What follows belongs to an exercise in optimizing a design on an open flow for small area, a short achievable clock period and few clock cycles per item; a production flow would make more cautious choices.
RTL that was checked went through simulation tests only; none was proved equivalent to the original.
Only the layout flow was run in runs 2 to 4, 7 and 8; the RTL was not checked for function there.
Power is estimated from default activity; no workload was simulated.

## design/flow/config.mk

```make
export PLATFORM = sky130hd
export DESIGN_NAME = projectCPU2020
export DESIGN_NICKNAME = projectCPU2020
export VERILOG_FILES = /design/flow/design.v
export SDC_FILE = /design/flow/constraint.sdc
export NUM_CORES = 4
export LEC_CHECK = 0
export CAP_MARGIN = 20
export CORE_MARGIN = 2
export CORE_UTILIZATION = 40
export SLEW_MARGIN = 20
```

## design/flow/design.v

```verilog
module projectCPU2020(
  clk,
  rst,
  wrEn,
  data_fromRAM,
  addr_toRAM,
  data_toRAM,
  PC,
  W
);
input clk, rst;
input wire [15:0] data_fromRAM;
output reg [15:0] data_toRAM;
output reg wrEn;
output reg [12:0] addr_toRAM;
output reg [12:0] PC;  
output reg [15:0] W;  
reg [15:0] Wnext;
reg [2:0] state, stateNext;
reg [12:0] a, aNext;
reg [15:0] starA, starAnext;
reg [2:0] opcode, opcodeNext;
reg [12:0] pcNext;
always @(posedge clk) begin
state <= stateNext;
PC <= pcNext;
W <= Wnext;
opcode <= opcodeNext;
starA <= starAnext;
a <= aNext;
end
always @* begin
stateNext = state;
opcodeNext = opcode;
aNext = a;
starAnext = starA;
pcNext = PC;
data_toRAM = 0;
addr_toRAM = 0;
wrEn = 0;
Wnext = W;
if(rst)
  begin
  stateNext = 0;
  opcodeNext = 0;
  aNext = 0;
  starAnext = 0;
  Wnext = 0;
  pcNext = 0;
  wrEn = 0;
  data_toRAM = 0;
  addr_toRAM = 0;
end
else
case(state)
  0: begin
  pcNext = PC;
  opcodeNext = opcode;
  aNext = 0;
  addr_toRAM = PC;
  starAnext = 0;
  wrEn = 0;
  data_toRAM = 0;
  stateNext = 1;
  end
  1: begin
  pcNext = PC;
  opcodeNext = data_fromRAM[15:13];
  aNext = data_fromRAM[12:0];
  addr_toRAM = data_fromRAM[12:0];
  starAnext = 0;
  wrEn = 0;
  data_toRAM = 0;
  stateNext = 2;
  end
  2: begin
  pcNext = PC;
  opcodeNext = opcode;
  aNext = a;
  addr_toRAM = a;
  starAnext = data_fromRAM;
  wrEn = 0;
  data_toRAM = 0;
    if(a==0)begin
      stateNext = 4;
      starAnext = 0;
      addr_toRAM = 2;
    end else
      stateNext = 3;
    end
  3: begin
  opcodeNext = opcode;
  aNext = a;
  addr_toRAM = a;
    case(opcode)
      3'b111: begin
        data_toRAM = 0;
        pcNext = starA;
        wrEn = 0;
        stateNext = 0;
      end
      3'b110: begin
        pcNext = PC+1;
        wrEn = 1;
        data_toRAM = W;
        stateNext = 0;
      end
      3'b101: begin
        pcNext = PC+1;
        wrEn = 0;
        data_toRAM = 0;
        Wnext = starA;
        stateNext = 0;
      end
      3'b100: begin
        if(starA==0)
          pcNext = PC+2;
        else
          pcNext = PC+1;
        wrEn = 0;
        data_toRAM = 0;
        stateNext = 0;
      end
      3'b011: begin
        pcNext = PC+1;
        wrEn = 0;
        data_toRAM = 0;
        Wnext = W > starA;
        stateNext = 0;
      end
      3'b010: begin
        pcNext = PC+1;
        wrEn = 0;
        data_toRAM = 0;
        if(starA<16)
        Wnext = W >> starA;
        else if(starA<32)
        Wnext = W << starA[3:0];
        else if(starA<48)
        Wnext = (W >> starA[3:0] | W << (5'd16 - starA[3:0]));
        else
        Wnext = (W << starA[3:0] | W >> (5'd16 - starA[3:0]));
        stateNext = 0;
      end
      3'b001: begin
        pcNext = PC+1;
        wrEn = 0;
        data_toRAM = 0;
        Wnext = ~(W | starA);
        stateNext = 0;
      end
      3'b000: begin
        pcNext = PC+1;
        wrEn = 0;
        data_toRAM = 0;
        Wnext = W + starA;
        stateNext = 0;
      end
    endcase
  end
  4: begin
    pcNext = PC;
  	data_toRAM = 0;
  	opcodeNext = opcode;
  	addr_toRAM = data_fromRAM;
    starAnext = 0;
    aNext = data_fromRAM;
    wrEn = 0;
    data_toRAM = 0;
    stateNext = 5;
    end
  5: begin
    pcNext = PC;
    data_toRAM = 0;
    opcodeNext = opcode;
    addr_toRAM = a;
    starAnext = data_fromRAM;
    aNext = a;
    wrEn = 0;
    data_toRAM = 0;
    stateNext = 3;
      end
endcase
end
endmodule
```

## design/flow/run.sh

```bash
#!/bin/bash
# synth_recipe.tcl (not shown) runs the flow's synth.tcl, then flattens the netlist and writes it again
# the make line also repeats each setting of config.mk as NAME=value (left out here)
make -C /OpenROAD-flow-scripts/flow DESIGN_CONFIG=/design/flow/config.mk WORK_HOME=/design/flow/orfs CLKGATE_MAP_FILE= SYNTH_SCRIPT=/design/flow/synth_recipe.tcl finish
```

## design/flow/constraint.sdc

```tcl
create_clock -name core_clock -period 6.0 [get_ports {clk}]
set_input_delay 1.2000 -clock core_clock [delete_from_list [all_inputs] [get_ports {clk}]]
set_output_delay 1.2000 -clock core_clock [all_outputs]
set_load 0.01 [all_outputs]
```

==> impl_metrics.ini, run 1 <==
[status]
outcome = complete, no violations

[sta]
finalSetupViolCount = 0
setup_ws_ns = 1.22
min_period_ns = 4.78
fin_skew_ns = 0.0140
drv_slew = 0
max_clock_freq_mhz = 209
finalHoldViolCount = 0
rsz0062_at_grt = no
worst_slew_pin_slew_ns = 1.13
tns_ns = 0
finalCritPeriodShare_pct = 79.6
slew_headroom_pct = 24.8

[logic_synthesis]
postSynth.asyncResetShare_pct = 0
syn-num-nets = 1245
yosysTopAreaCell = dfxtp_1
yosys-top-cells-area = dfxtp_1 14%, mux4_2 11%, ha_1 7.5%
syn_inst = 1172
synth_area_um2 = 9000
yosys.cell_count.top_type = nor2_1
yosysUniqueCellTypes = 79
yosysWarnings = 1
ys_ff_latch = 64
synthFlopType = dfxtp_1
synth_edf_count = 0
synth.avg_cell_area_um2 = 7.68
yosys-top-cells-count = 124 x nor2_1, 89 x nand2_1, 78 x clkbuf_1
synth_top_cell_area_share_pct = 14.2
yosysSeqAreaShare_pct = 14.2

[setup_path]
cpMaxStageDelayCell = nand2_1
crit_fanout = 24
crit_path_cell_trace = buf_4, and3b_1, nand2_1, nor4_1, clkdlybuf4s50_1
cp.buffers_inverters = 2
crit_type = reg -> out
rrSetupSlack_ns = 2.48
startpoint_type = flip-flop
required_ns = 4.80
worstPathArrival_ns = 3.58
path_delay_family = simple AND/OR/NAND/NOR gates
end_kind = primary output
worst_path_largest_cell_delay_ns = 0.83

[routing]
final_antenna_net_count = 0
routedWlPerCell_um = 25.6
vias = 10100
first_pass_iters = 6
viasPerCell = 6.90
wl_um = 37400
drtIter0Drc = 1341
drcViolationCount = 0

[clocking]
cts_hold_buffers = 0
tritoncts = yes
numCtsBuffers = 9
cts_buffer_depth = 2
htreeDepth = 3
cts_setup_buffers = 0
clk_pin_slew_ns = 0.07
ctsResizeCount = 0
cts_root_buffer = clkbuf_16
cts_sinks = 64
clkLatencyLatePin_ns = 0.35

[placement]
gp_congestion = 0.984
dp_hpwl_um = 26100
io_buffers = 76
place_worst_setup_slack_ns = 1.38
placedCellCount = 1448

[die]
die-area_um2 = 23700
initial_core_util_pct = 41.0
core_um2 = 22000
die_y_um = 154
die_x_um = 154
rows = 54
io_pins = 77

[layout]
synthToLayoutAreaGrowth_pct = 13.0
regArea_um2 = 1290
finalNonFillerCells = 1464
antennaDiodeCount = 0
nNetsFinal = 1252
multi_input_area_um2 = 7020
fill_cells = 2208
drive_gt1_share_pct = 10.9

[power_and_ir_drop]
ir_drop_mv = 0.133
powerDensity_nw_per_um2 = 157
power.leakage_uw = 0.00353
p_total_uw = 1600

[global_route]
grt_pass1_wl_um = 57300
grt_overflow = 0
grt_pass1_vias = 9313
grt_max_degree = 61
grtUsageTotal_pct = 30.9
antenna_found_initial = 0

[run]
drv_cap = 0

[min_path]
hp-class = reg -> reg
==> final timing paths <==
path	depth (start not counted)	startpoint	endpoint
worst min register to register	2	a[11]	a[11]
worst max register to register	9	starA[0]	W[0]
worst max-delay path	5	state[1]	data_toRAM[4]
worst min-delay path	2	a[11]	a[11]
==> cell type report <==
class	instances	share of cell area, %
sequential	64	12.7
clock inverter	6	0.430
inverter	55	2.03
tap	280	3.44
multi-input combinational	937	69.0
timing repair buffer	112	10.1
clock buffer	10	2.35
==> routing by layer <==
layer / track usage (%) / share of wire, % / vias up
met3: 5.24 / 10 / 99
met2: 48.3 / 45 / 681
met4: 13.3 / 4.0 / 0
met1: 42.2 / 41 / 4818
li1: - / - / 4497
met5: 0 / 0 / -
==> per-stage QoR <==
step           util, %  hold slack (ns)  instance area [um2]
2_1_floorplan        -            0.501                 9000
3_3_place_gp      45.0            0.546                 9890
3_5_place_dp      45.0            0.557                 9890
4_1_cts           46.3            0.576                10200
5_1_grt           46.3            0.601                10200
6_report          46.3            0.571                10200
==> worst min-delay path, stage by stage, from the launching register on <==
cell	delay [ns]
dfxtp_1	0.37
a22oi_1	0.09
nor2_1	0.08
==> where the power goes <==
part           total (uW)  switching, uW  leakage (uW)  internal (uW)
Combinational         601            386       0.00288            215
Sequential            480           36.4      0.000521            443
Clock                 519            228      0.000127            292
Total                1600            650       0.00353            950
==> cells in the final DEF, fill, tap and decap left out, types with 12 or more instances in the layout <==
| cell type | Yosys | layout |
|---|---|---|
| a211oi_1 | 14 | 14 |
| a21o_1 | 13 | 13 |
| a21oi_1 | 56 | 56 |
| a222oi_1 | 14 | 14 |
| a22o_1 | 12 | 12 |
| a22oi_1 | 34 | 34 |
| a31oi_1 | 17 | 17 |
| buf_4 | 7 | 36 |
| clkdlybuf4s50_1 | 0 | 75 |
| dfxtp_1 | 64 | 61 |
| ha_1 | 54 | 54 |
| inv_1 | 50 | 50 |
| mux2_2 | 17 | 17 |
| mux2i_1 | 59 | 59 |
| mux4_2 | 42 | 42 |
| nand2_1 | 89 | 89 |
| nand2b_1 | 16 | 16 |
| nand3_1 | 26 | 26 |
| nor2_1 | 124 | 123 |
| nor2b_1 | 18 | 18 |
| nor3_1 | 36 | 36 |
| nor4_1 | 34 | 34 |
| o211ai_1 | 20 | 20 |
| o21ai_0 | 60 | 60 |
| o221ai_1 | 13 | 13 |
| o22ai_1 | 15 | 15 |
| xnor2_1 | 14 | 14 |
==> kinds of logic after synthesis <==
kind of cell	Yosys count	share of synthesized area, %
AOI/OAI and AO/OA	351	27.7
xor gates and xnor gates	20	2.03
muxes	118	19.2
DFF	64	14.2
and+or+nand+nor	393	21.2
buffers and inverters	171	7.94
adders and majority gates	55	7.73
==> state kept, by name, summed over array words and instances, names as in the netlist <==
name / flops
PC: 13
W: 16
a: 13
opcode: 3
starA: 16
state: 3
Testbench counts, summed over its fixed seeds: cycles 110,756, instructions 26,571.
==> inputs of run 2 (changes only) <==
==> design/flow/design.v (replaced) <==
module projectCPU2020(
  clk,
  rst,
  wrEn,
  data_fromRAM,
  addr_toRAM,
  data_toRAM,
  PC,
  W
);
input clk, rst;
input wire [15:0] data_fromRAM;
output reg [15:0] data_toRAM;
output reg wrEn;
output reg [12:0] addr_toRAM;
output reg [12:0] PC;
output reg [15:0] W;
localparam S_D = 2'd0, S_I = 2'd1, S_E = 2'd2;
reg [1:0] state;
reg [2:0] opcode;
wire [2:0]  op_in = data_fromRAM[15:13];
wire        a_zero = (data_fromRAM[12:0] == 13'd0);
wire [15:0] s = data_fromRAM;
wire        skip = (opcode == 3'b100) && (s == 16'd0);
wire [11:0] pc_hi_inc = PC[12:1] + 12'd1;
wire [12:0] pc_seq = {(skip | PC[0]) ? pc_hi_inc : PC[12:1], PC[0] ^ ~skip};
reg [15:0] w_alu;
always @* begin
  case (opcode)
    3'b000: w_alu = W + s;
    3'b001: w_alu = ~(W | s);
    3'b010:
      if (s < 16)      w_alu = W >> s[3:0];
      else if (s < 32) w_alu = W << s[3:0];
      else if (s < 48) w_alu = (W >> s[3:0]) | (W << (5'd16 - s[3:0]));
      else             w_alu = (W << s[3:0]) | (W >> (5'd16 - s[3:0]));
    3'b011: w_alu = {15'd0, W > s};
    3'b101: w_alu = s;
    default: w_alu = W;
  endcase
end
always @* begin
  data_toRAM = W;
  wrEn = 1'b0;
  addr_toRAM = data_fromRAM[12:0];
  case (state)
    S_D: begin
      if (a_zero) addr_toRAM = 13'd2;
      wrEn = (op_in == 3'b110) && !a_zero;
    end
    S_I: wrEn = (opcode == 3'b110);
    default: if (opcode != 3'b111) addr_toRAM = pc_seq;
  endcase
  if (rst) begin
    wrEn = 1'b0;
    addr_toRAM = 13'd0;
  end
end
always @(posedge clk) begin
  if (rst) begin
    state <= S_D;
    opcode <= 3'd0;
    PC <= 13'd0;
    W <= 16'd0;
  end else begin
    case (state)
      S_D: begin
        opcode <= op_in;
        state <= a_zero ? S_I : S_E;
      end
      S_I: state <= S_E;
      default: begin
        state <= S_D;
        PC <= addr_toRAM;
        W <= w_alu;
      end
    endcase
  end
end
endmodule
==> run 2 against run 1 <==
Largest power group unchanged. Sequential cell count down 30. Sequential power decreased by 39%. Utilization rose by 0.71 points. Highest routed layer unchanged. Non-clock buffer count is 12 higher. First-iteration DRC count is 21% lower. Clock power down about 50%.
==> impl_metrics.ini, run 2 <==
[layout]
nNetsFinal = 1035
synthToLayoutAreaGrowth_pct = 15.8
drive_gt1_share_pct = 11.2
largest_reg_flops = 16
top_register = W
layout_commonest_cell = nand2_1
fin_area_um2 = 7740
final_cell_mix = 94 x nand2_1, 78 x nor2_1, 75 x o21ai_0, 73 x clkdlybuf4s50_1, 59 x a21oi_1
fill_cells = 1675
largestRegisters = W: 16 flops, PC: 13 flops, opcode: 3 flops

[logic_synthesis]
postSynth.asyncResetShare_pct = 0
yosysWarnings = 1
syn_inst = 926
yosysSeqAreaShare_pct = 10.2
synth_edf_count = 0
syn-num-nets = 997
yosys.cell_count.top_type = nand2_1
synth_top_cell_area_share_pct = 10.2
ys_ff_latch = 34
synth.avg_cell_area_um2 = 7.22
synthFlopType = dfxtp_1
yosys-top-cells-count = 94 x nand2_1, 78 x nor2_1, 75 x o21ai_0
yosys-top-cells-area = dfxtp_1 10%, ha_1 9.7%, mux2i_1 8.5%
yosysTopAreaCell = dfxtp_1
yosysUniqueCellTypes = 71
synth_area_um2 = 6690

[routing]
routedWlPerCell_um = 23.5
drcViolationCount = 0
viasPerCell = 6.44
vias = 7636
final_antenna_net_count = 0
drtIter0Drc = 1058
first_pass_iters = 5
wl_um = 27900

[min_path]
hold_path_startpoint = PC[10]
whs_endpoint = PC[10]
hp-class = reg -> reg
hold_path_depth = 2

[power_and_ir_drop]
powerDensity_nw_per_um2 = 167
ir_drop_mv = 0.102
power.leakage_uw = 0.00310
p_total_uw = 1290

[clocking]
cts_sinks = 34
clkLatencyLatePin_ns = 0.29
tritoncts = yes
cts_hold_buffers = 0
cts_root_buffer = clkbuf_16
numCtsBuffers = 5
cts_buffer_depth = 2
htreeDepth = 2
clk_pin_slew_ns = 0.06

[setup_path]
path_delay_family = simple AND/OR/NAND/NOR gates
r2r_end = W[12]
reg2regPathDepth = 10
rrSetupSlack_ns = 2.77
crit_type = in -> out
cpMaxStageDelayCell = clkdlybuf4s50_1
r2r-start = W[0]
required_ns = 4.80
crit_fanout = 5
startpoint_type = primary input
end_kind = primary output
crit_path_cell_trace = clkdlybuf4s50_1, nor3_1, nand4_1, or4_1, ha_1, nor2b_1, and3_1, and3_2, nand3_1, xor2_1, o21ai_0, clkdlybuf4s50_1
cp.buffers_inverters = 2
worstPathArrival_ns = 4.58
cpMostUsedCell = clkdlybuf4s50_1
worst_path_largest_cell_delay_ns = 0.56

[placement]
gp_congestion = 1.04
io_buffers = 76
dp_hpwl_um = 20100
place_worst_setup_slack_ns = 0.107
place_area_um2 = 7600

[sta]
whs_ns = 0.487
max_clock_freq_mhz = 173
finalSetupViolCount = 0
worst_slew_pin_slew_ns = 1.08
slew_headroom_pct = 27.9
finalHoldViolCount = 0
min_period_ns = 5.78
rsz0062_at_grt = no
fin_skew_ns = 0.0102
finalCritPeriodShare_pct = 96.3
setup_ws_ns = 0.219
tns_ns = 0
drv_slew = 0

[die]
die-area_um2 = 17800
io_pins = 77
die_x_um = 133
core_um2 = 16500
rows = 47
die_y_um = 133
initial_core_util_pct = 40.6

[global_route]
antenna_found_initial = 0
grt_pass1_vias = 6941
grtUsageTotal_pct = 30.8
grt_overflow = 0
grt_max_degree = 58
grt_pass1_wl_um = 42500

[run]
drv_cap = 0

[status]
outcome = complete, no violations
==> run 2: metrics by stage <==
step           std cells  utilization [%]
2_1_floorplan        926                -
3_3_place_gp        1177             46.1
3_5_place_dp        1177             46.1
4_1_cts             1184             47.0
5_1_grt             1184             47.0
6_report            1185             47.0
==> run 2: worst min-delay path: cells and delay by family, from the launching register on <==
family | cells | cell delay (ns)
flip-flops | 1 | 0.34
AND/OR/NAND/NOR | 2 | 0.10
==> run 2: worst max-delay path by stage <==
| stage | startpoint | end | slack [ns] | cells past startpoint |
|---|---|---|---|---|
| floorplan | data_fromRAM[1] | addr_toRAM[12] | 0.007 | 16 |
| global placement | data_fromRAM[12] | addr_toRAM[12] | 0.19 | 12 |
| detailed placement | data_fromRAM[12] | addr_toRAM[12] | 0.11 | 12 |
| CTS | data_fromRAM[12] | addr_toRAM[12] | 0.1 | 12 |
| global route | data_fromRAM[8] | addr_toRAM[11] | 0.02 | 12 |
| finish | data_fromRAM[13] | addr_toRAM[9] | 0.22 | 12 |
==> run 2: cells by family (layout without fill, tap and decap cells) <==
logic type / Yosys count / in the layout / synth area share, %
simple gates: 294 / 294 / 21.0
compound gates: 292 / 292 / 28.4
buf+inv: 139 / 177 / 9.69
mux: 92 / 92 / 17.6
fa+ha+maj: 53 / 53 / 10.0
flops: 34 / 34 / 10.2
xor+xnor: 22 / 22 / 3.11
other cells: 0 / 1 / 0
==> run 2: area by class of cell <==
| class | instances | area, um2 | area share [%] |
|---|---|---|---|
| multi-input cells | 753 | 5370 | 69.3 |
| repair buffers | 124 | 1110 | 14.4 |
| flip-flops and latches | 34 | 681 | 8.79 |
| well taps | 220 | 275 | 3.55 |
| inverters | 46 | 173 | 2.23 |
| clock buffers | 5 | 125 | 1.62 |
| clock inverters | 2 | 10.0 | 0.129 |
| diodes | 1 | 2.50 | 0.0323 |
==> run 2: metal layers <==
metal  wire (um)  part of all wire, %  vias to the layer above  GRT usage [%]
met3        2540                  9.1                       69           4.11
met4         886                  3.2                        0           10.0
li1            -                    -                     3470              -
met5           0                    0                        -              0
met2       12000                   43                      461           46.6
met1       12400                   44                     3636           45.1
==> run 2: timing repair <==
item,in CTS,in global routing
setup endpoints to repair,0,3
gates resized for setup,0,3
buffers inserted,0,0
endpoints found under the hold margin,0,0
==> run 2: report_power, final <==
group          switching (uW)  internal (uW)  total [uW]
Sequential               50.0            243         293
Combinational             443            303         745
Clock                     107            150         257
==> inputs of run 3 (changes only) <==
--- a/design/flow/design.v
+++ b/design/flow/design.v
@@ -24,16 +24,33 @@
 wire        skip = (opcode == 3'b100) && (s == 16'd0);
 wire [11:0] pc_hi_inc = PC[12:1] + 12'd1;
 wire [12:0] pc_seq = {(skip | PC[0]) ? pc_hi_inc : PC[12:1], PC[0] ^ ~skip};
+wire [3:0]  n = s[3:0];
+wire        c_shr = ~|s[15:4];                  
+wire        c_shl = ~|s[15:5] & s[4];           
+wire        c_ror = ~|s[15:6] & s[5] & ~s[4];   
+wire        left = ~(c_shr | c_ror);
+wire [3:0]  r = left ? (~n + 4'd1) : n;
+wire [15:0] x1 = r[0] ? {W[0], W[15:1]} : W;
+wire [15:0] x2 = r[1] ? {x1[1:0], x1[15:2]} : x1;
+wire [15:0] x4 = r[2] ? {x2[3:0], x2[15:4]} : x2;
+wire [15:0] x8 = r[3] ? {x4[7:0], x4[15:8]} : x4;
+reg  [15:0] t, keep;
+integer k;
+always @* begin
+  for (k = 0; k < 16; k = k + 1) begin
+    t[k] = (k >= n);
+  end
+  for (k = 0; k < 16; k = k + 1) begin
+    keep[k] = ~(c_shr | c_shl) | (c_shl & t[k]) | (c_shr & t[15-k]);
+  end
+end
+wire [15:0] w_shift = x8 & keep;
 reg [15:0] w_alu;
 always @* begin
   case (opcode)
     3'b000: w_alu = W + s;
     3'b001: w_alu = ~(W | s);
-    3'b010:
-      if (s < 16)      w_alu = W >> s[3:0];
-      else if (s < 32) w_alu = W << s[3:0];
-      else if (s < 48) w_alu = (W >> s[3:0]) | (W << (5'd16 - s[3:0]));
-      else             w_alu = (W << s[3:0]) | (W >> (5'd16 - s[3:0]));
+    3'b010: w_alu = w_shift;
     3'b011: w_alu = {15'd0, W > s};
     3'b101: w_alu = s;
     default: w_alu = W;
--- a/design/flow/config.mk
+++ b/design/flow/config.mk
@@ -8,4 +8,5 @@
 export CAP_MARGIN = 20
 export CORE_MARGIN = 2
 export CORE_UTILIZATION = 40
+export SETUP_SLACK_MARGIN = 2.5
 export SLEW_MARGIN = 20
==> run 3 against run 2 <==
Count of clock-buffer cells in the layout unchanged. Routed wire length fell by 15%. Cell count is 12% lower. Via count is 13% lower. Critical endpoint is now W[10]. Largest cell class unchanged. Highest routed layer unchanged.
==> impl_metrics.ini, run 3 <==
[sta]
finalHoldViolCount = 0
fin_skew_ns = 0.00932
finalSetupViolCount = 0
rsz0062_at_grt = yes
setup_ws_ns = 0.778
min_period_ns = 5.22
tns_ns = 0
finalCritPeriodShare_pct = 87.0
slew_headroom_pct = 21.8
drv_slew = 0
worst_slew_pin_slew_ns = 1.17
max_clock_freq_mhz = 192

[setup_path]
end_kind = flip-flop
cpMostUsedCell = buf_6
crit_fanout = 2
crit_type = in -> reg
cpMaxStageDelayCell = nor4_4
reg2regPathDepth = 7
startpoint_type = primary input
worstPathArrival_ns = 5.37
worst_path_largest_cell_delay_ns = 0.30
required_ns = 6.15

[placement]
place_worst_setup_slack_ns = 0.0903
io_buffers = 76
gp_congestion = 0.984
place_area_um2 = 6210
dp_hpwl_um = 15000

[layout]
drive_gt1_share_pct = 33.2
fill_cells = 1091
antennaDiodeCount = 0
largest_reg_flops = 16
layout_commonest_cell = buf_6
top_register = W
fin_area_um2 = 7850
synthToLayoutAreaGrowth_pct = 50.5
final_cell_mix = 71 x buf_6, 68 x buf_4, 57 x nand2_1, 47 x nor2_1
largestRegisters = W: 16 flops, PC: 13 flops, opcode: 3 flops
nNetsFinal = 937

[run]
drv_cap = 0

[die]
core_um2 = 12700
rows = 41
die_y_um = 118
die-area_um2 = 14000
io_pins = 77
die_x_um = 118
initial_core_util_pct = 41.2

[logic_synthesis]
ys_ff_latch = 34
syn_inst = 710
synth_edf_count = 0
synth_fa_ha_area_share_pct = 12.9
syn-num-nets = 781
synth_xor_area_share_pct = 3.36
yosysTopAreaCell = dfxtp_1
synth_compound_area_share_pct = 31.0
yosys.cell_count.top_type = o21ai_0
synth.avg_cell_area_um2 = 7.35
synthFlopType = dfxtp_1
postSynth.asyncResetShare_pct = 0
yosysSeqAreaShare_pct = 13.0
synthSimpleGateAreaFrac_pct = 19.0
synth_top_family_by_area = compound AO/OA/AOI/OAI gates
yosysUniqueCellTypes = 69
synth_mux_area_share_pct = 11.2
yosys-top-cells-count = 62 x o21ai_0, 60 x nand2_1, 52 x a21oi_1, 52 x ha_1, 51 x nor2_1
synth_top_cell_area_share_pct = 13.0
synth_area_um2 = 5220
yosys-top-cells-area = dfxtp_1 13%, ha_1 12%, mux4_2 6.9%
yosysWarnings = 1

[global_route]
grt_max_degree = 35
antenna_found_initial = 0
grt_pass1_vias = 6115
grt_pass1_wl_um = 34600
grt_overflow = 0
grtUsageTotal_pct = 31.5

[routing]
first_pass_iters = 6
wl_um = 23600
vias = 6622
routedWlPerCell_um = 22.7
final_antenna_net_count = 0
viasPerCell = 6.37
drtIter0Drc = 811
drcViolationCount = 0

[clocking]
htreeDepth = 2
clkLatencyLatePin_ns = 0.30
cts_sinks = 34
clk_pin_slew_ns = 0.07
numCtsBuffers = 5
tritoncts = yes
cts_buffer_depth = 2
cts_root_buffer = clkbuf_16
cts_hold_buffers = 0

[power_and_ir_drop]
powerDensity_nw_per_um2 = 151
ir_drop_mv = 0.104
power.leakage_uw = 0.00317
p_total_uw = 1180

[status]
outcome = complete, no violations

[min_path]
hold_path_depth = 2
hp-class = reg -> reg
run 3: cell types whose count changed after synthesis, sizes merged, moves of 8 or more:
cell and change:
nand2 -33, a21o -8, mux2i -45, nand2b -8, clkbuf -17, nor2 -26
o21ai -16, nand3b -10, mux2 -8, buf -13, o31ai -9
run 3: path summary, 6_finish.rpt:
check	startpoint	end	slack (ns)
max	data_fromRAM[12]	W[10]	0.78
min	PC[0]	PC[0]	0.53
max reg2reg	state[1]	W[9]	2.72
min reg2reg	PC[0]	PC[0]	0.53
run 3: power by group:
part / switching [uW] / total [uW] / internal (uW)
Sequential: 45.8 / 286 / 240
Clock: 126 / 322 / 197
Combinational: 315 / 574 / 259
run 3: repair_timing:
action | in CTS | in global routing
gates resized for setup | 225 | 80
endpoints found under the setup margin | 40 | 36
cloned | 2 | 0
setup buffers | 67 | 34
pin swaps | 38 | 37
run 3: through the flow:
step	std cells	util, %	hold WS, ns
floorplan	710	-	0.531
global placement	928	49.0	0.515
detailed placement	928	49.0	0.528
CTS	1005	57.6	0.538
global route	1039	61.9	0.572
finish	1039	61.9	0.533
run 3: kinds of logic (layout without fill, tap and decap cells):
group                      count (synthesis)  count (layout)
buffers and inverters                    113             269
DFF                                       34              34
adders and majority gates                 53              53
xor gates and xnor gates                  20              20
AOI/OAI and AO/OA                        250             250
muxes                                     36              36
and+or+nand+nor                          204             205
run 3: worst max-delay path: cells and delay by family:
family | cells | cell delay, ns
AND/OR/NAND/NOR | 3 | 0.61
buffers and inverters | 29 | 3.10
AO/OA/AOI/OAI | 3 | 0.42
run 3: metal layers:
layer  global-route usage, %  vias to the layer above  part of all wire (%)
met4                    16.3                        0                   5.0
met2                    48.8                      424                    46
met5                       0                        -                     0
met3                    5.89                       80                   9.1
met1                    41.5                     3184                    40
li1                        -                     2934                     -
run 3: final cells by class:
| cell class | count | area (um2) | share of cell area (%) |
|---|---|---|---|
| Multi-Input combinational cell | 564 | 4600 | 58.6 |
| Clock inverter | 3 | 45.0 | 0.574 |
| Tap cell | 172 | 215 | 2.74 |
| Timing Repair Buffer | 211 | 1980 | 25.2 |
| Sequential cell | 34 | 681 | 8.67 |
| Inverter | 50 | 200 | 2.55 |
| Clock buffer | 5 | 125 | 1.59 |
==> inputs of run 4 (changes only) <==
--- a/design/flow/config.mk
+++ b/design/flow/config.mk
@@ -8,5 +8,5 @@
 export CAP_MARGIN = 20
 export CORE_MARGIN = 2
 export CORE_UTILIZATION = 40
-export SETUP_SLACK_MARGIN = 2.5
+export SETUP_SLACK_MARGIN = 3.0
 export SLEW_MARGIN = 20
==> run 4 against run 3 <==
Clock power about the same. First-iteration DRC count down 9.1%. Hold slack about the same. Register-to-register slack better by 0.08 ns. Utilization up 1.5 points. Critical endpoint unchanged. Area after synthesis unchanged. Synthesized cell count unchanged. Still clean. Non-clock buffer count up 7. Count of clock-buffer cells in the layout unchanged.
==> impl_metrics.ini, run 4 <==
[layout]
synthToLayoutAreaGrowth_pct = 54.1
final_cell_mix = 73 x buf_6, 67 x buf_4, 54 x nand2_1, 49 x ha_1, 48 x nor2_1
antennaDiodeCount = 0
final_core_util_pct = 63.5
largest_reg_flops = 16
drive_gt1_share_pct = 34.5
fin_area_um2 = 8040
nNetsFinal = 943
layout_commonest_cell = buf_6
largestRegisters = W: 16 flops, PC: 13 flops, opcode: 3 flops
top_register = W
fill_cells = 1081

[logic_synthesis]
yosys-top-cells-area = dfxtp_1 13%, ha_1 12%, mux4_2 6.9%
synthFlopType = dfxtp_1
synth_top_cell_area_share_pct = 13.0
yosysWarnings = 1
ys_ff_latch = 34
syn_inst = 710
postSynth.asyncResetShare_pct = 0
syn-num-nets = 781
yosys-top-cells-count = 62 x o21ai_0, 60 x nand2_1, 52 x a21oi_1, 52 x ha_1, 51 x nor2_1
synth_area_um2 = 5220
synth.avg_cell_area_um2 = 7.35
yosysUniqueCellTypes = 69
yosysTopAreaCell = dfxtp_1
yosys.cell_count.top_type = o21ai_0
yosysSeqAreaShare_pct = 13.0
synth_edf_count = 0

[die]
rows = 41
io_pins = 77
die-area_um2 = 14000
initial_core_util_pct = 41.2
die_y_um = 118
core_um2 = 12700
die_x_um = 118

[clocking]
htreeDepth = 2
cts_buffer_depth = 2
clkLatencyLatePin_ns = 0.30
numCtsBuffers = 5
tritoncts = yes
clk_pin_slew_ns = 0.07
cts_root_buffer = clkbuf_16
cts_sinks = 34

[placement]
io_buffers = 76
place_area_um2 = 6280
gp_congestion = 0.983
dp_hpwl_um = 14800

[setup_path]
crit_type = in -> reg
path_delay_family = buffers and inverters
end_kind = flip-flop
crit_fanout = 2
required_ns = 6.15
startpoint_type = primary input
cpMostUsedCell = buf_6
worst_path_largest_cell_delay_ns = 0.32
cp.buffers_inverters = 29
cpMaxStageDelayCell = nor4_4
worstPathArrival_ns = 5.43

[sta]
max_clock_freq_mhz = 190
drv_slew = 0
finalSetupViolCount = 0
whs_ns = 0.533
worst_slew_pin_slew_ns = 1.30
slew_headroom_pct = 13.1
rsz0062_at_grt = yes
finalCritPeriodShare_pct = 87.9
min_period_ns = 5.27
tns_ns = 0
fin_skew_ns = 0.00907
finalHoldViolCount = 0

[global_route]
grt_overflow = 0
grt.met1_usage_pct = 41.4
antenna_found_initial = 0
grt_use_met3_pct = 5.45
grt_pass1_wl_um = 35200
grt_pass1_vias = 6214
grt.busiest_layer = met2
grt_max_degree = 35
met2_usage_pct = 51.5
grtUsageTotal_pct = 31.7

[routing]
drcViolationCount = 0
wl_um = 23400
viasPerCell = 6.40
final_antenna_net_count = 0
routedWlPerCell_um = 22.3
drtIter0Drc = 737
first_pass_iters = 6
vias = 6685

[power_and_ir_drop]
power.leakage_uw = 0.00326
ir_drop_mv = 0.0979
powerDensity_nw_per_um2 = 149

[min_path]
hp-class = reg -> reg

[run]
drv_cap = 0

[status]
outcome = complete, no violations
run 4: per-layer routing:
metal	wire [um]	vias to the layer above
met1	9090	3195
met5	0	-
met4	1100	0
met2	10700	464
met3	2460	93
li1	-	2933
run 4: layout make-up:
type / count / area (um2) / share of cell area (%)
repair buffers: 218 / 2120 / 26.3
flip-flops and latches: 34 / 681 / 8.47
clock inverters: 3 / 45.0 / 0.560
multi-input cells: 563 / 4660 / 57.9
inverters: 50 / 200 / 2.49
clock buffers: 5 / 125 / 1.56
well taps: 172 / 215 / 2.68
run 4: cells by family (layout without fill, tap and decap cells):
| kind of cell | count (synthesis) | after routing | share of synthesized area, % |
|---|---|---|---|
| AOI/OAI and AO/OA | 250 | 250 | 31.0 |
| and+or+nand+nor | 204 | 204 | 19.0 |
| buffers and inverters | 113 | 276 | 9.62 |
| adders and majority gates | 53 | 53 | 12.9 |
| muxes | 36 | 36 | 11.2 |
| DFF | 34 | 34 | 13.0 |
| xor gates and xnor gates | 20 | 20 | 3.36 |
run 4: path summary, 6_finish.rpt:
kind	from	to	slack [ns]	depth (start not counted)
min	PC[0]	PC[0]	0.53	2
max	data_fromRAM[12]	W[10]	0.73	35
max reg2reg	state[1]	W[9]	2.80	7
min reg2reg	PC[0]	PC[0]	0.53	2
run 4: tightest hold or removal path: stages, from the launching register on:
cell,delay [ns]
dfxtp_1,0.33
nor2_1,0.11
a211oi_1,0.05
run 4: timing repair:
item	in CTS	in global routing
gates resized for setup	233	72
setup endpoints to repair	43	43
setup buffers	91	18
pin swaps	56	53
hold buffers	0	0
cloned	2	0
hold endpoints to repair	0	0
run 4: power breakdown:
part / total, uW / switching, uW / internal, uW
clock: 319 / 123 / 196
combinational: 588 / 316 / 271
sequential: 289 / 49.2 / 240
total: 1200 / 488 / 708
run 4: stage by stage:
stage	cells	total power [uW]	setup WS, ns
detailed placement	926	780	0.0839
floorplan	710	610	1.03
global placement	926	772	0.132
CTS	1027	1150	0.878
finish	1045	1200	0.726
global route	1045	1240	0.675
==> inputs of run 5 (changes only) <==
--- a/design/flow/design.v
+++ b/design/flow/design.v
@@ -15,15 +15,18 @@
 output reg [12:0] addr_toRAM;
 output reg [12:0] PC;
 output reg [15:0] W;
-localparam S_D = 2'd0, S_I = 2'd1, S_E = 2'd2;
+localparam S_D = 2'd0, S_I = 2'd1, S_E = 2'd2, S_K = 2'd3;
 reg [1:0] state;
 reg [2:0] opcode;
 wire [2:0]  op_in = data_fromRAM[15:13];
 wire        a_zero = (data_fromRAM[12:0] == 13'd0);
 wire [15:0] s = data_fromRAM;
-wire        skip = (opcode == 3'b100) && (s == 16'd0);
-wire [11:0] pc_hi_inc = PC[12:1] + 12'd1;
-wire [12:0] pc_seq = {(skip | PC[0]) ? pc_hi_inc : PC[12:1], PC[0] ^ ~skip};
+reg  [12:0] pc_inc;
+integer i;
+always @* begin
+  for (i = 0; i < 13; i = i + 1)
+    pc_inc[i] = PC[i] ^ (&(PC | ~((13'd1 << i) - 13'd1)));
+end
 wire [3:0]  n = s[3:0];
 wire        c_shr = ~|s[15:4];                  
 wire        c_shl = ~|s[15:5] & s[4];           
@@ -37,12 +40,10 @@
 reg  [15:0] t, keep;
 integer k;
 always @* begin
-  for (k = 0; k < 16; k = k + 1) begin
+  for (k = 0; k < 16; k = k + 1)
     t[k] = (k >= n);
-  end
-  for (k = 0; k < 16; k = k + 1) begin
+  for (k = 0; k < 16; k = k + 1)
     keep[k] = ~(c_shr | c_shl) | (c_shl & t[k]) | (c_shr & t[15-k]);
-  end
 end
 wire [15:0] w_shift = x8 & keep;
 reg [15:0] w_alu;
@@ -56,18 +57,17 @@
     default: w_alu = W;
   endcase
 end
+wire sel_pc = (state == S_K) || (state == S_E && opcode != 3'b111);
 always @* begin
   data_toRAM = W;
   wrEn = 1'b0;
-  addr_toRAM = data_fromRAM[12:0];
-  case (state)
-    S_D: begin
-      if (a_zero) addr_toRAM = 13'd2;
-      wrEn = (op_in == 3'b110) && !a_zero;
-    end
-    S_I: wrEn = (opcode == 3'b110);
-    default: if (opcode != 3'b111) addr_toRAM = pc_seq;
-  endcase
+  addr_toRAM = sel_pc ? pc_inc : data_fromRAM[12:0];
+  if (state == S_D) begin
+    if (a_zero) addr_toRAM[1] = 1'b1;
+    wrEn = (op_in == 3'b110) && !a_zero;
+  end
+  if (state == S_I)
+    wrEn = (opcode == 3'b110);
   if (rst) begin
     wrEn = 1'b0;
     addr_toRAM = 13'd0;
@@ -86,10 +86,14 @@
         state <= a_zero ? S_I : S_E;
       end
       S_I: state <= S_E;
+      S_E: begin
+        state <= (opcode == 3'b100 && s == 16'd0) ? S_K : S_D;
+        PC <= addr_toRAM;
+        W <= w_alu;
+      end
       default: begin
         state <= S_D;
         PC <= addr_toRAM;
-        W <= w_alu;
       end
     endcase
   end
--- a/design/flow/config.mk
+++ b/design/flow/config.mk
@@ -8,5 +8,5 @@
 export CAP_MARGIN = 20
 export CORE_MARGIN = 2
 export CORE_UTILIZATION = 40
-export SETUP_SLACK_MARGIN = 3.0
+export SETUP_SLACK_MARGIN = 3.5
 export SLEW_MARGIN = 20
==> run 5 against run 4 <==
Cell count is 16% lower. Setup slack better by 1.7 ns. Non-clock buffer count is 45 lower. Clock skew is 0.0054 ns lower. Area after synthesis is 8.1% lower. Register-to-register slack better by 0.40 ns. Count of clock-buffer cells in the layout is 1 higher. Sequential cell count stayed put. Hold slack worse by 0.0024 ns. Sequential power hardly changed. Die area is 7.8% lower. Critical endpoint is now wrEn. Largest cell class unchanged.
==> impl_metrics.ini, run 5 <==
[logic_synthesis]
synth_area_um2 = 4790
yosysTopAreaCell = dfxtp_1
syn_inst = 598
yosysWarnings = 1
synth_top_cell_area_share_pct = 14.2
synth_edf_count = 0
ys_ff_latch = 34
syn-num-nets = 671
synth.avg_cell_area_um2 = 8.02
postSynth.asyncResetShare_pct = 0
yosys-top-cells-area = dfxtp_1 14%, ha_1 14%, mux2i_1 10%
yosysSeqAreaShare_pct = 14.2
synthFlopType = dfxtp_1
yosysUniqueCellTypes = 57
yosys-top-cells-count = 55 x nand2_1, 55 x nor2_1, 54 x ha_1

[layout]
largest_reg_flops = 16
drive_gt1_share_pct = 38.0
final_cell_mix = 73 x buf_4, 51 x nor2_1, 47 x ha_1, 46 x nand2_1, 42 x a21oi_1
finalNonFillerCells = 874
top_register = W
nNetsFinal = 803
fin_area_um2 = 7410
antennaDiodeCount = 0
fill_cells = 965
layout_commonest_cell = buf_4
largestRegisters = W: 16 flops, PC: 13 flops, opcode: 3 flops
synthToLayoutAreaGrowth_pct = 54.6

[sta]
min_period_ns = 3.57
fin_skew_ns = 0.00369
finalCritPeriodShare_pct = 59.5
worst_slew_pin_slew_ns = 0.978
finalSetupViolCount = 0
drv_slew = 0
finalHoldViolCount = 0
rsz0062_at_grt = yes
slew_headroom_pct = 34.3
tns_ns = 0
max_clock_freq_mhz = 280

[routing]
final_antenna_net_count = 0
first_pass_iters = 5
viasPerCell = 6.10
vias = 5335
wl_um = 19300
drtIter0Drc = 590
routedWlPerCell_um = 22.1
drcViolationCount = 0

[clocking]
htreeDepth = 2
cts_hold_buffers = 0
cts_sinks = 34
clkLatencyLatePin_ns = 0.29
tritoncts = yes
clk_pin_slew_ns = 0.06
cts_buffer_depth = 2
cts_root_buffer = clkbuf_16
numCtsBuffers = 5

[setup_path]
reg2regPathDepth = 11
path_delay_family = simple AND/OR/NAND/NOR gates
cp.buffers_inverters = 2
cpMaxStageDelayCell = nor4_4
worst_path_largest_cell_delay_ns = 0.34
startpoint_type = primary input
crit_path_cell_trace = buf_8, nor4_4, nand2_2, nor3_4, o32a_1, nor3_2, buf_2
crit_fanout = 4
worstPathArrival_ns = 2.37
end_kind = primary output
required_ns = 4.80
crit_type = in -> out
worst-path-stages = 7

[global_route]
grt_max_degree = 25
grtUsageTotal_pct = 29.8
grt_pass1_wl_um = 29700
grt_pass1_vias = 5190
grt_overflow = 0
antenna_found_initial = 0

[placement]
placedCellCount = 781
gp_congestion = 0.954
io_buffers = 76
dp_hpwl_um = 12700
place_area_um2 = 5860

[power_and_ir_drop]
swShare_pct = 38.6
powerDensity_nw_per_um2 = 174
ir_drop_mv = 0.109
seqPwrFrac_pct = 22.4
p_int_uw = 791
power.leakage_uw = 0.00330
comb_power_share_pct = 51.5
p_clk_share_pct = 26.1
switchingPower_uw = 497
p_total_uw = 1290

[die]
initial_core_util_pct = 41.5
die_x_um = 113
core_um2 = 11600
rows = 39
die-area_um2 = 12900
io_pins = 77
die_y_um = 113

[min_path]
hold_path_depth = 1
hp-class = reg -> reg

[status]
outcome = complete, no violations

[run]
drv_cap = 0
[run 5: cell types whose count changed after synthesis, sizes merged, moves of 8 or more]
cell,previous run,this run
a211oi,18,10
a22oi,12,4
a31oi,19,6
clkbuf,37,25
mux2i,12,49
nor2b,10,2
o211ai,15,7
o21ai,65,32
[run 5: power by group through the flow]
stage | sequential, uW | clock [uW] | combinational (uW)
2_1_floorplan | 281 | 0 | 364
3_3_place_gp | 298 | 0 | 506
3_5_place_dp | 299 | 0 | 509
4_1_cts | 293 | 339 | 609
5_1_grt | 292 | 348 | 704
6_report | 289 | 336 | 663
[run 5: through the flow]
step                hold slack [ns]  utilization [%]  setup slack, ns
floorplan                     0.525                -             2.53
global placement              0.524             50.6             1.22
detailed placement            0.533             50.6             1.20
CTS                           0.543             61.0             2.35
global route                  0.560             64.1             2.39
finish                        0.530             64.1             2.43
[run 5: layer usage]
layer | wire length [um] | up-vias | GRT usage (%)
met4 | 671 | 0 | 11.4
li1 | - | 2436 | -
met1 | 8030 | 2568 | 40.2
met5 | 0 | - | 0
met3 | 1510 | 51 | 4.84
met2 | 9080 | 280 | 48.0
[run 5: area by class of cell]
type | count | area [um2] | area share (%)
multi-input cells | 473 | 4300 | 58.0
repair buffers | 173 | 1790 | 24.2
flip-flops and latches | 34 | 763 | 10.3
inverters | 43 | 188 | 2.53
well taps | 143 | 179 | 2.41
clock buffers | 6 | 150 | 2.03
clock inverters | 2 | 38.8 | 0.523
[run 5: worst reg2reg max path, stage by stage (launching register included)]
cell	delay (ns)
dfxtp_4	0.43
ha_4	0.17
inv_1	0.06
fa_2	0.42
nor2b_2	0.16
o2111ai_2	0.19
a31oi_2	0.29
o2111ai_2	0.18
a31oi_1	0.26
xnor2_1	0.15
a22oi_1	0.11
a221oi_1	0.28
[run 5: cells by family after synthesis]
logic type               after synthesis  synth area share, %
AND/OR/NAND/NOR                      161                 15.6
AO/OA/AOI/OAI                        161                 21.8
adder cells (fa/ha/maj)               55                 14.5
XOR/XNOR                              22                 4.41
multiplexers                          74                 20.6
buffers and inverters                 91                 8.92
flip-flops                            34                 14.2
[run 5: repair_timing]
| item | 4_1_cts | 5_1_grt |
|---|---|---|
| pin swaps | 43 | 24 |
| setup buffers | 53 | 29 |
| gates cloned | 3 | 0 |
| endpoints found under the setup margin | 64 | 54 |
| gates resized for setup | 270 | 47 |
[run 5: final timing paths]
path,from,endpoint,slack [ns]
worst max-delay path,data_fromRAM[9],wrEn,2.43
worst min-delay path,state[1],PC[1],0.53
worst max register to register,W[0],W[14],3.20
worst min register to register,state[1],PC[1],0.53
Testbench counts of run 5, summed over its fixed seeds: cycles 56,082, instructions 26,571.
==> inputs of run 6 (changes only) <==
--- a/design/flow/config.mk
+++ b/design/flow/config.mk
@@ -8,5 +8,5 @@
 export CAP_MARGIN = 20
 export CORE_MARGIN = 2
 export CORE_UTILIZATION = 40
-export SETUP_SLACK_MARGIN = 3.5
+export SETUP_SLACK_MARGIN = 2.5
 export SLEW_MARGIN = 20
==> run 6 against run 5 <==
Still clean. First-iteration DRC count is 7.6% lower. Critical path depth stayed put. Highest routed layer unchanged. Synthesized cell count stayed put. Combinational power is 14% lower. Routed wire length is 7.6% lower. Largest cell class unchanged. Hold slack worse by 0.020 ns. Final area is 14% lower.
==> impl_metrics.ini, run 6 <==
[placement]
io_buffers = 76
dp_hpwl_um = 12300
gp_congestion = 0.928

[routing]
drtIter0Drc = 545
routedWlPerCell_um = 21.4
final_antenna_net_count = 0
drcViolationCount = 0
viasPerCell = 6.23
vias = 5187
first_pass_iters = 5
wl_um = 17800

[layout]
largestRegisters = W: 16 flops, PC: 13 flops, opcode: 3 flops
largest_reg_flops = 16
layout_commonest_cell = nor2_1
antennaDiodeCount = 0
final_cell_mix = 55 x nor2_1, 53 x nand2_1, 50 x ha_1, 45 x a21oi_1, 45 x clkdlybuf4s50_1
synthToLayoutAreaGrowth_pct = 33.3
drive_gt1_share_pct = 25.0
top_register = W
nNetsFinal = 761
fill_cells = 1093

[power_and_ir_drop]
power.leakage_uw = 0.00267
ir_drop_mv = 0.114
powerDensity_nw_per_um2 = 180

[logic_synthesis]
yosysTopAreaCell = dfxtp_1
yosys-top-cells-area = dfxtp_1 14%, ha_1 14%, mux2i_1 10%
postSynth.asyncResetShare_pct = 0
synth_edf_count = 0
synth.avg_cell_area_um2 = 8.02
ys_ff_latch = 34
syn-num-nets = 671
yosysUniqueCellTypes = 57
synth_top_cell_area_share_pct = 14.2
yosysWarnings = 1
synth_area_um2 = 4790
syn_inst = 598
yosysSeqAreaShare_pct = 14.2
synthFlopType = dfxtp_1
yosys-top-cells-count = 55 x nand2_1, 55 x nor2_1, 54 x ha_1

[setup_path]
end_kind = primary output
crit_fanout = 3
required_ns = 4.80
cpMaxStageDelayCell = nor4_4
path_delay_family = simple AND/OR/NAND/NOR gates
crit_type = in -> out
r2r_end = W[15]
startpoint_type = primary input
reg2regPathDepth = 10
r2r-start = W[1]
cp.buffers_inverters = 2
worstPathArrival_ns = 2.41
worst_path_largest_cell_delay_ns = 0.36
rrSetupSlack_ns = 2.95
crit_path_cell_trace = buf_12, nor4_4, nand2_2, nor3_4, nand2_2, a21oi_2, buf_2
cpMostUsedCell = nand2_2

[clocking]
clk_pin_slew_ns = 0.06
clkLatencyLatePin_ns = 0.29
cts_buffer_depth = 2
cts_sinks = 34
numCtsBuffers = 5
tritoncts = yes
htreeDepth = 2
cts_root_buffer = clkbuf_16

[sta]
finalHoldViolCount = 0
slew_headroom_pct = 30.2
fin_skew_ns = 0.00279
finalCritPeriodShare_pct = 60.1
finalSetupViolCount = 0
worst_slew_pin_slew_ns = 1.04
drv_slew = 0
max_clock_freq_mhz = 277
whs_ns = 0.510
min_period_ns = 3.61
tns_ns = 0
rsz0062_at_grt = yes

[die]
die_x_um = 113
initial_core_util_pct = 41.5
die-area_um2 = 12900
core_um2 = 11600
io_pins = 77
rows = 39
die_y_um = 113

[global_route]
antenna_found_initial = 0
grt_pass1_vias = 4923
grtUsageTotal_pct = 26.9
grt_overflow = 0
grt_pass1_wl_um = 27200
grt_max_degree = 26

[min_path]
hold_path_startpoint = PC[1]
hold_path_depth = 2
hp-class = reg -> reg
whs_endpoint = PC[1]

[status]
outcome = complete, no violations

[run]
drv_cap = 0
## run 6: final cells by class
cell class	instances	area, um2	share of cell area (%)
sequential	34	686	10.7
clock inverter	1	5.00	0.0783
timing repair buffer	131	1250	19.5
inverter	43	176	2.76
multi-input combinational	473	3960	61.9
clock buffer	7	143	2.23
tap	143	179	2.80
## run 6: per-stage QoR
stage,total power [uW],worst slack (ns),instances,utilization [%],instance area (um2)
after floorplan,611,2.49,598,-,4810
after global placement,771,1.05,780,48.2,5570
after detailed placement,777,1.04,780,48.2,5570
after CTS,1100,2.41,817,53.1,6140
after global routing,1200,2.31,832,55.3,6390
final,1150,2.39,832,55.3,6390
## run 6: where the power goes
part,internal (uW),leakage [uW],switching [uW]
logic,273,0.00231,298
registers,243,0.000280,54.0
clock network,165,0.0000739,113
total,682,0.00267,466
## run 6: worst max path at each step
| stage | slack (ns) | depth (start not counted) | to | start |
|---|---|---|---|---|
| 2_1_floorplan | 2.49 | 9 | W[8] | data_fromRAM[1] |
| 3_3_place_gp | 1.05 | 11 | W[13] | data_fromRAM[2] |
| 3_5_place_dp | 1.04 | 11 | W[13] | data_fromRAM[2] |
| 4_1_cts | 2.41 | 7 | addr_toRAM[1] | data_fromRAM[12] |
| 5_1_grt | 2.31 | 8 | addr_toRAM[1] | data_fromRAM[3] |
| 6_report | 2.39 | 7 | addr_toRAM[1] | data_fromRAM[12] |
## run 6: worst reg2reg max path, cell delays in order (launching register included)
cell and delay, ns:
dfxtp_1 0.63, inv_1 0.17, ha_1 0.37, a211oi_1 0.42, o21ai_2 0.17, a21oi_2 0.27, o311ai_4 0.15, o41ai_2 0.26
xnor2_1 0.16, nand2_1 0.08, a311oi_1 0.28
## run 6: routing by layer
| metal | global-route usage [%] | wire, um |
|---|---|---|
| met5 | 0 | 0 |
| met1 | 35.4 | 7440 |
| met3 | 5.31 | 1490 |
| met4 | 11.0 | 737 |
| met2 | 43.2 | 8160 |
## run 6: what timing repair did
action | 4_1_cts | 5_1_grt
gates cloned | 1 | 1
pin swaps | 24 | 16
buffers inserted | 28 | 14
endpoints found under the setup margin | 30 | 24
resized for setup | 154 | 45
hold buffers | 0 | 0
## run 6: logic make-up (layout without fill, tap and decap cells)
logic type	after synthesis	in the layout	share of synthesized area (%)
compound gates	161	161	21.8
simple gates	161	161	15.6
buf+inv	91	182	8.92
mux	74	74	20.6
fa+ha+maj	55	55	14.5
flops	34	34	14.2
xor+xnor	22	22	4.41
==> inputs of run 7 (changes only) <==
--- a/design/flow/design.v
+++ b/design/flow/design.v
@@ -21,12 +21,7 @@
 wire [2:0]  op_in = data_fromRAM[15:13];
 wire        a_zero = (data_fromRAM[12:0] == 13'd0);
 wire [15:0] s = data_fromRAM;
-reg  [12:0] pc_inc;
-integer i;
-always @* begin
-  for (i = 0; i < 13; i = i + 1)
-    pc_inc[i] = PC[i] ^ (&(PC | ~((13'd1 << i) - 13'd1)));
-end
+wire [12:0] pc_inc = PC + 13'd1;
 wire [3:0]  n = s[3:0];
 wire        c_shr = ~|s[15:4];                  
 wire        c_shl = ~|s[15:5] & s[4];           
@@ -58,20 +53,18 @@
   endcase
 end
 wire sel_pc = (state == S_K) || (state == S_E && opcode != 3'b111);
+wire a_or = |{data_fromRAM[12:2], data_fromRAM[0]};
+wire st_d = (state == S_D);
+wire st_i = (state == S_I);
 always @* begin
   data_toRAM = W;
-  wrEn = 1'b0;
-  addr_toRAM = sel_pc ? pc_inc : data_fromRAM[12:0];
-  if (state == S_D) begin
-    if (a_zero) addr_toRAM[1] = 1'b1;
-    wrEn = (op_in == 3'b110) && !a_zero;
+  addr_toRAM = 13'd0;
+  if (!rst) begin
+    addr_toRAM = sel_pc ? pc_inc : data_fromRAM[12:0];
+    if (!sel_pc && st_d && !a_or) addr_toRAM[1] = 1'b1;
   end
-  if (state == S_I)
-    wrEn = (opcode == 3'b110);
-  if (rst) begin
-    wrEn = 1'b0;
-    addr_toRAM = 13'd0;
-  end
+  wrEn = !rst && ((st_d && op_in == 3'b110 && (a_or || data_fromRAM[1])) ||
+                  (st_i && opcode == 3'b110));
 end
 always @(posedge clk) begin
   if (rst) begin
--- a/design/flow/config.mk
+++ b/design/flow/config.mk
@@ -8,5 +8,5 @@
 export CAP_MARGIN = 20
 export CORE_MARGIN = 2
 export CORE_UTILIZATION = 40
-export SETUP_SLACK_MARGIN = 2.5
+export SETUP_SLACK_MARGIN = 3.0
 export SLEW_MARGIN = 20
==> run 7 against run 6 <==
Still clean on timing, DRC and antenna. Combinational power increased by 8.9%. Setup slack got worse by 0.060 ns. Clock power decreased by 4%. Critical path type unchanged. Largest power group unchanged. Highest routed layer unchanged.
==> impl_metrics.ini, run 7 <==
[logic_synthesis]
yosysTopAreaCell = dfxtp_1
postSynth.asyncResetShare_pct = 0
yosysWarnings = 1
yosys-top-cells-area = dfxtp_1 14%, ha_1 13%, mux4_2 8.6%
yosys.cell_count.top_type = nor2_1
synth_area_um2 = 4950
synthFlopType = dfxtp_1
syn-num-nets = 678
yosysSeqAreaShare_pct = 13.8
syn_inst = 608
synth_edf_count = 0
yosysUniqueCellTypes = 62
yosys-top-cells-count = 62 x nor2_1, 51 x ha_1, 41 x inv_1, 41 x nand2_1
ys_ff_latch = 34
synth_top_cell_area_share_pct = 13.8
synth.avg_cell_area_um2 = 8.14

[sta]
rsz0062_at_grt = yes
setup_ws_ns = 2.33
finalCritPeriodShare_pct = 61.1
fin_skew_ns = 0.00309
finalSetupViolCount = 0
min_period_ns = 3.67
finalHoldViolCount = 0
slew_headroom_pct = 27.8
drv_slew = 0
max_clock_freq_mhz = 273
worst_slew_pin_slew_ns = 1.08
tns_ns = 0

[setup_path]
cpMaxStageDelayCell = nor4_4
crit_path_cell_trace = buf_8, nor4_4, and2_4, and4_4, a31o_4, a21oi_2, buf_2
crit_fanout = 3
worst-path-stages = 7
worst_path_largest_cell_delay_ns = 0.37
path_delay_family = simple AND/OR/NAND/NOR gates
startpoint_type = primary input
rrSetupSlack_ns = 3.12
crit_start = data_fromRAM[11]
end_kind = primary output
crit_type = in -> out
reg2regPathDepth = 9
r2r-start = W[9]
crit_path_end = wrEn
required_ns = 4.80
r2r_end = W[15]
cp.buffers_inverters = 2
worstPathArrival_ns = 2.47

[run]
drv_cap = 0

[die]
initial_core_util_pct = 41.0
core_um2 = 12100
die-area_um2 = 13300
io_pins = 77
rows = 40
die_x_um = 115
die_y_um = 115

[layout]
finalNonFillerCells = 899
largestRegisters = W: 16 flops, PC: 13 flops, opcode: 3 flops
nNetsFinal = 800
largest_reg_flops = 16
antennaDiodeCount = 0
synthToLayoutAreaGrowth_pct = 47.0
final_core_util_pct = 60.3
drive_gt1_share_pct = 33.2
top_register = W
layout_commonest_cell = nor2_1
final_cell_mix = 59 x nor2_1, 57 x buf_4, 45 x ha_1, 45 x clkdlybuf4s50_1
fin_area_um2 = 7270

[routing]
drtIter0Drc = 629
routedWlPerCell_um = 22.3
wl_um = 20100
final_antenna_net_count = 0
viasPerCell = 6.16
first_pass_iters = 5
drcViolationCount = 0
vias = 5536

[placement]
gp_congestion = 0.928
io_buffers = 76
place_worst_setup_slack_ns = 1.13
place_area_um2 = 5850
dp_hpwl_um = 13300
placedCellCount = 814

[power_and_ir_drop]
power.leakage_uw = 0.00289
ir_drop_mv = 0.0797
powerDensity_nw_per_um2 = 164

[clocking]
numCtsBuffers = 5
cts_sinks = 34
cts_buffer_depth = 2
tritoncts = yes
clk_pin_slew_ns = 0.06
cts_root_buffer = clkbuf_16
clkLatencyLatePin_ns = 0.28
cts_hold_buffers = 0
htreeDepth = 2

[status]
outcome = complete, no violations

[global_route]
grt_pass1_wl_um = 30200
grt_pass1_vias = 5329
grt_overflow = 0
antenna_found_initial = 0
grt_max_degree = 21
grtUsageTotal_pct = 29.9

[min_path]
hp-class = reg -> reg
-- run 7: worst min-delay path by stage --
| stage | startpoint | end | slack (ns) | cells past startpoint |
|---|---|---|---|---|
| 2_1_floorplan | PC[12] | PC[12] | 0.55 | 2 |
| 3_3_place_gp | PC[12] | PC[12] | 0.53 | 2 |
| 3_5_place_dp | PC[12] | PC[12] | 0.53 | 2 |
| 4_1_cts | PC[12] | PC[12] | 0.55 | 2 |
| 5_1_grt | opcode[0] | opcode[0] | 0.56 | 2 |
| 6_report | opcode[0] | opcode[0] | 0.52 | 2 |
-- run 7: stage by stage --
step                      hold WS, ns  total power [uW]
after floorplan                 0.550               625
after global placement          0.529               786
after detailed placement        0.532               791
after CTS                       0.545              1140
after global routing            0.561              1240
final                           0.522              1190
-- run 7: worst reg2reg max path, cell delays in order, from the launching register on --
cell and delay, ns:
dfxtp_1 0.60, inv_1 0.09, ha_1 0.42, a21o_1 0.25, a31oi_1 0.15, o21ai_0 0.28
a221oi_4 0.44, mux2i_1 0.14, o41ai_2 0.25, a31oi_1 0.12
-- run 7: final cells by class --
| class | count | area [um2] |
|---|---|---|
| clock buffers | 7 | 143 |
| clock inverters | 1 | 5.00 |
| fillers | 1072 | 4790 |
| inverters | 44 | 204 |
| multi-input cells | 483 | 4370 |
| flip-flops and latches | 34 | 708 |
| well taps | 168 | 210 |
| repair buffers | 162 | 1640 |
-- run 7: what timing repair did --
item	4_1_cts	5_1_grt
gates cloned	3	0
resized for setup	250	40
pin swaps	39	25
setup endpoints to repair	30	30
buffers inserted	44	30
-- run 7: cells by family (layout without fill, tap and decap cells) --
| logic type | Yosys count | after routing | share of synthesized area (%) |
|---|---|---|---|
| AND/OR/NAND/NOR | 182 | 182 | 18.0 |
| XOR/XNOR | 23 | 23 | 4.83 |
| multiplexers | 60 | 60 | 20.1 |
| flip-flops | 34 | 34 | 13.8 |
| AO/OA/AOI/OAI | 166 | 166 | 21.8 |
| adder cells (fa/ha/maj) | 52 | 52 | 13.3 |
| buffers and inverters | 91 | 214 | 8.27 |
-- run 7: report_power, final --
| group | switching [uW] | total [uW] | leakage (uW) | internal, uW |
|---|---|---|---|---|
| Sequential | 57.0 | 300 | 0.000285 | 243 |
| Clock | 103 | 268 | 0.0000739 | 165 |
| Combinational | 312 | 622 | 0.00253 | 310 |
-- run 7: routing by layer --
metal	track usage, %	routed length [um]	vias to the layer above
met3	5.59	1840	62
met5	0	0	-
met4	12.0	800	0
met2	49.6	9560	332
li1	-	-	2469
met1	38.3	7870	2673
==> inputs of run 8 (changes only) <==
--- a/design/flow/config.mk
+++ b/design/flow/config.mk
@@ -8,5 +8,5 @@
 export CAP_MARGIN = 20
 export CORE_MARGIN = 2
 export CORE_UTILIZATION = 40
-export SETUP_SLACK_MARGIN = 3.0
+export SETUP_SLACK_MARGIN = 2.5
 export SLEW_MARGIN = 20
==> run 8 against run 7 <==
Hold slack improved by 0.014 ns. Non-clock buffer count fell by 45. Sequential share of layout area increased by 1.0 points. Routed wire length fell by 9.2%. Critical path type unchanged. Critical endpoint is now addr_toRAM[1]. Largest power group unchanged. Highest routed layer unchanged.
==> impl_metrics.ini, run 8 <==
[routing]
routedWlPerCell_um = 21.3
first_pass_iters = 5
drtIter0Drc = 489
drcViolationCount = 0
final_antenna_net_count = 0
wl_um = 18200
viasPerCell = 6.12
vias = 5223

[setup_path]
rrSetupSlack_ns = 3.04
required_ns = 4.80
r2r-start = opcode[0]
crit_type = in -> out
crit_fanout = 3
cpMaxStageDelayCell = nor4_4
worstPathArrival_ns = 2.46
path_delay_family = simple AND/OR/NAND/NOR gates
cp.buffers_inverters = 2
end_kind = primary output
crit_path_cell_trace = buf_8, nor4_4, and2_4, and4_4, nand3_2, a21oi_2, buf_2
reg2regPathDepth = 7
worst_path_largest_cell_delay_ns = 0.34
startpoint_type = primary input
r2r_end = W[0]

[logic_synthesis]
syn-num-nets = 678
yosys-top-cells-area = dfxtp_1 14%, ha_1 13%, mux4_2 8.6%
synthFlopType = dfxtp_1
yosysWarnings = 1
yosys.cell_count.top_type = nor2_1
ys_ff_latch = 34
yosys-top-cells-count = 62 x nor2_1, 51 x ha_1, 41 x inv_1, 41 x nand2_1
yosysTopAreaCell = dfxtp_1
synth_top_cell_area_share_pct = 13.8
yosysSeqAreaShare_pct = 13.8
syn_inst = 608
yosysUniqueCellTypes = 62
synth.avg_cell_area_um2 = 8.14
synth_area_um2 = 4950
synth_edf_count = 0
postSynth.asyncResetShare_pct = 0

[layout]
layout_commonest_cell = nor2_1
drive_gt1_share_pct = 21.3
fill_cells = 1118
final_core_util_pct = 53.6
largestRegisters = W: 16 flops, PC: 13 flops, opcode: 3 flops
largest_reg_flops = 16
synthToLayoutAreaGrowth_pct = 30.6
final_cell_mix = 62 x nor2_1, 49 x ha_1, 47 x clkdlybuf4s50_1, 41 x nand2_1, 38 x inv_1
antennaDiodeCount = 0
top_register = W
nNetsFinal = 755

[sta]
finalHoldViolCount = 0
finalSetupViolCount = 0
drv_slew = 0
rsz0062_at_grt = yes
whs_ns = 0.536
slew_headroom_pct = 22.4
fin_skew_ns = 0.00556
worst_slew_pin_slew_ns = 1.15
max_clock_freq_mhz = 273
finalCritPeriodShare_pct = 61.0
tns_ns = 0
min_period_ns = 3.66

[placement]
gp_congestion = 0.947
dp_hpwl_um = 13400
io_buffers = 76

[status]
outcome = complete, no violations

[die]
core_um2 = 12100
die_x_um = 115
initial_core_util_pct = 41.0
rows = 40
die-area_um2 = 13300
io_pins = 77
die_y_um = 115

[min_path]
hold_path_startpoint = PC[12]
whs_endpoint = PC[12]
hold_path_depth = 2
hp-class = reg -> reg

[power_and_ir_drop]
p_int_uw = 673
switchingPower_uw = 435
power.leakage_uw = 0.00256
p_clk_share_pct = 24.0
comb_power_share_pct = 48.9
swShare_pct = 39.3
powerDensity_nw_per_um2 = 171
p_total_uw = 1110
seqPwrFrac_pct = 27.2
ir_drop_mv = 0.157

[clocking]
htreeDepth = 2
cts_buffer_depth = 2
clk_pin_slew_ns = 0.05
tritoncts = yes
numCtsBuffers = 5
cts_hold_buffers = 0
cts_sinks = 34
clkLatencyLatePin_ns = 0.28
cts_root_buffer = clkbuf_16

[global_route]
grt_pass1_wl_um = 28600
antenna_found_initial = 0
grt_pass1_vias = 5184
grtUsageTotal_pct = 27.9
grt_max_degree = 33
grt_overflow = 0

[run]
drv_cap = 0
==> run 8: cell types whose count changed in the layout (fill, tap and decap cells not counted), moves of 5 or more <==
cell / change
a211oi_4: -7
buf_2: -10
buf_4: -24
buf_6: -14
dlygate4sd2_1: +7
o21ai_0: +5
o21ai_2: -5
==> run 8: routing by layer <==
| layer | share of wire [%] | track usage (%) | vias up |
|---|---|---|---|
| li1 | - | - | 2385 |
| met1 | 41 | 36.0 | 2488 |
| met2 | 47 | 46.5 | 297 |
| met3 | 8.7 | 5.01 | 53 |
| met4 | 3.4 | 10.9 | 0 |
| met5 | 0 | 0 | - |
==> run 8: cell families (layout without fill, tap and decap cells) <==
family                   count (synthesis)  count (layout)  share of synthesized area (%)
AND/OR/NAND/NOR                        182             182                           18.0
AO/OA/AOI/OAI                          166             166                           21.8
buffers and inverters                   91             169                           8.27
multiplexers                            60              60                           20.1
adder cells (fa/ha/maj)                 52              52                           13.3
flip-flops                              34              34                           13.8
XOR/XNOR                                23              23                           4.83
==> run 8: worst min-delay path: stages (launching register included) <==
cell and delay [ns]:
dfxtp_1 0.32, a21oi_1 0.12, nor2_1 0.04
==> run 8: worst max-delay path by stage <==
| stage | from | endpoint | slack [ns] | depth (start not counted) |
|---|---|---|---|---|
| after global placement | data_fromRAM[3] | wrEn | 1.16 | 6 |
| after floorplan | data_fromRAM[8] | W[5] | 2.47 | 6 |
| after detailed placement | data_fromRAM[3] | wrEn | 1.13 | 6 |
| final | data_fromRAM[12] | addr_toRAM[1] | 2.34 | 7 |
| after global routing | data_fromRAM[12] | addr_toRAM[1] | 2.26 | 7 |
| after CTS | data_fromRAM[12] | addr_toRAM[1] | 2.34 | 7 |
==> run 8: power groups by stage <==
stage,combinational (uW),sequential [uW],clock (uW)
CTS,521,299,268
finish,541,301,266
detailed placement,483,302,0
global route,582,303,277
global placement,477,301,0
floorplan,330,280,0
==> run 8: area by class of cell <==
class	count	area (um2)	share of cell area (%)
well taps	168	210	3.25
flip-flops and latches	34	696	10.8
multi-input cells	483	4080	63.1
clock buffers	7	143	2.21
inverters	44	185	2.87
clock inverters	1	5.00	0.0775
repair buffers	117	1150	17.7
==> run 8: stage by stage <==
step	setup WS, ns	cells	area, um2
2_1_floorplan	2.47	608	4990
3_3_place_gp	1.16	813	5760
3_5_place_dp	1.13	813	5760
4_1_cts	2.34	846	6300
5_1_grt	2.26	854	6460
6_report	2.34	854	6460
==> run 8: timing repair <==
item	CTS	global route
hold endpoints to repair	0	0
setup endpoints to repair	30	23
pin swaps	17	13
gates resized for setup	140	35
buffers inserted	25	8

-- separate check: timing with driven ports --
How much do the figures lean on ideal ports? The routed layouts below were timed once more, with nothing changed but the port constraints.
Step 1 (the two cells are an assumption about what drives the block):
set clk [get_ports {clk}]
set_driving_cell -lib_cell sky130_fd_sc_hd__clkbuf_16 $clk
set_driving_cell -lib_cell sky130_fd_sc_hd__buf_2 [delete_from_list [all_inputs] $clk]
Step 2 moves the port delays by t, midway between the first and last clock arrival at a register: inputs arrive t later, outputs are due t later. That takes back most of the time a late clock gives input paths.
Slacks: ideal / step 1 / step 2; pairs: ideal / step 1.
| run | t (ns) | setup slack, ns | slew at the worst register clock pin (ns) | cell pins on the clock port's net |
|---|---|---|---|---|
| run 1 | 0.391 | 1.221 / 1.174 / 1.270 | 0.07 / 0.07 | 1 |
| run 2 | 0.327 | 0.219 / 0.199 / 0.199 | 0.06 / 0.06 | 1 |
| run 3 | 0.336 | 0.778 / 0.783 / 0.447 | 0.07 / 0.07 | 1 |
| run 4 | 0.336 | 0.726 / 0.730 / 0.395 | 0.07 / 0.07 | 1 |
| run 5 | 0.327 | 2.430 / 2.391 / 2.148 | 0.06 / 0.06 | 1 |
| run 6 | 0.328 | 2.393 / 2.345 / 2.105 | 0.06 / 0.06 | 1 |
| run 7 | 0.320 | 2.333 / 2.295 / 2.104 | 0.06 / 0.06 | 1 |
| run 8 | 0.325 | 2.341 / 2.303 / 2.093 | 0.06 / 0.06 | 1 |
After both steps every run listed still meets setup and hold.
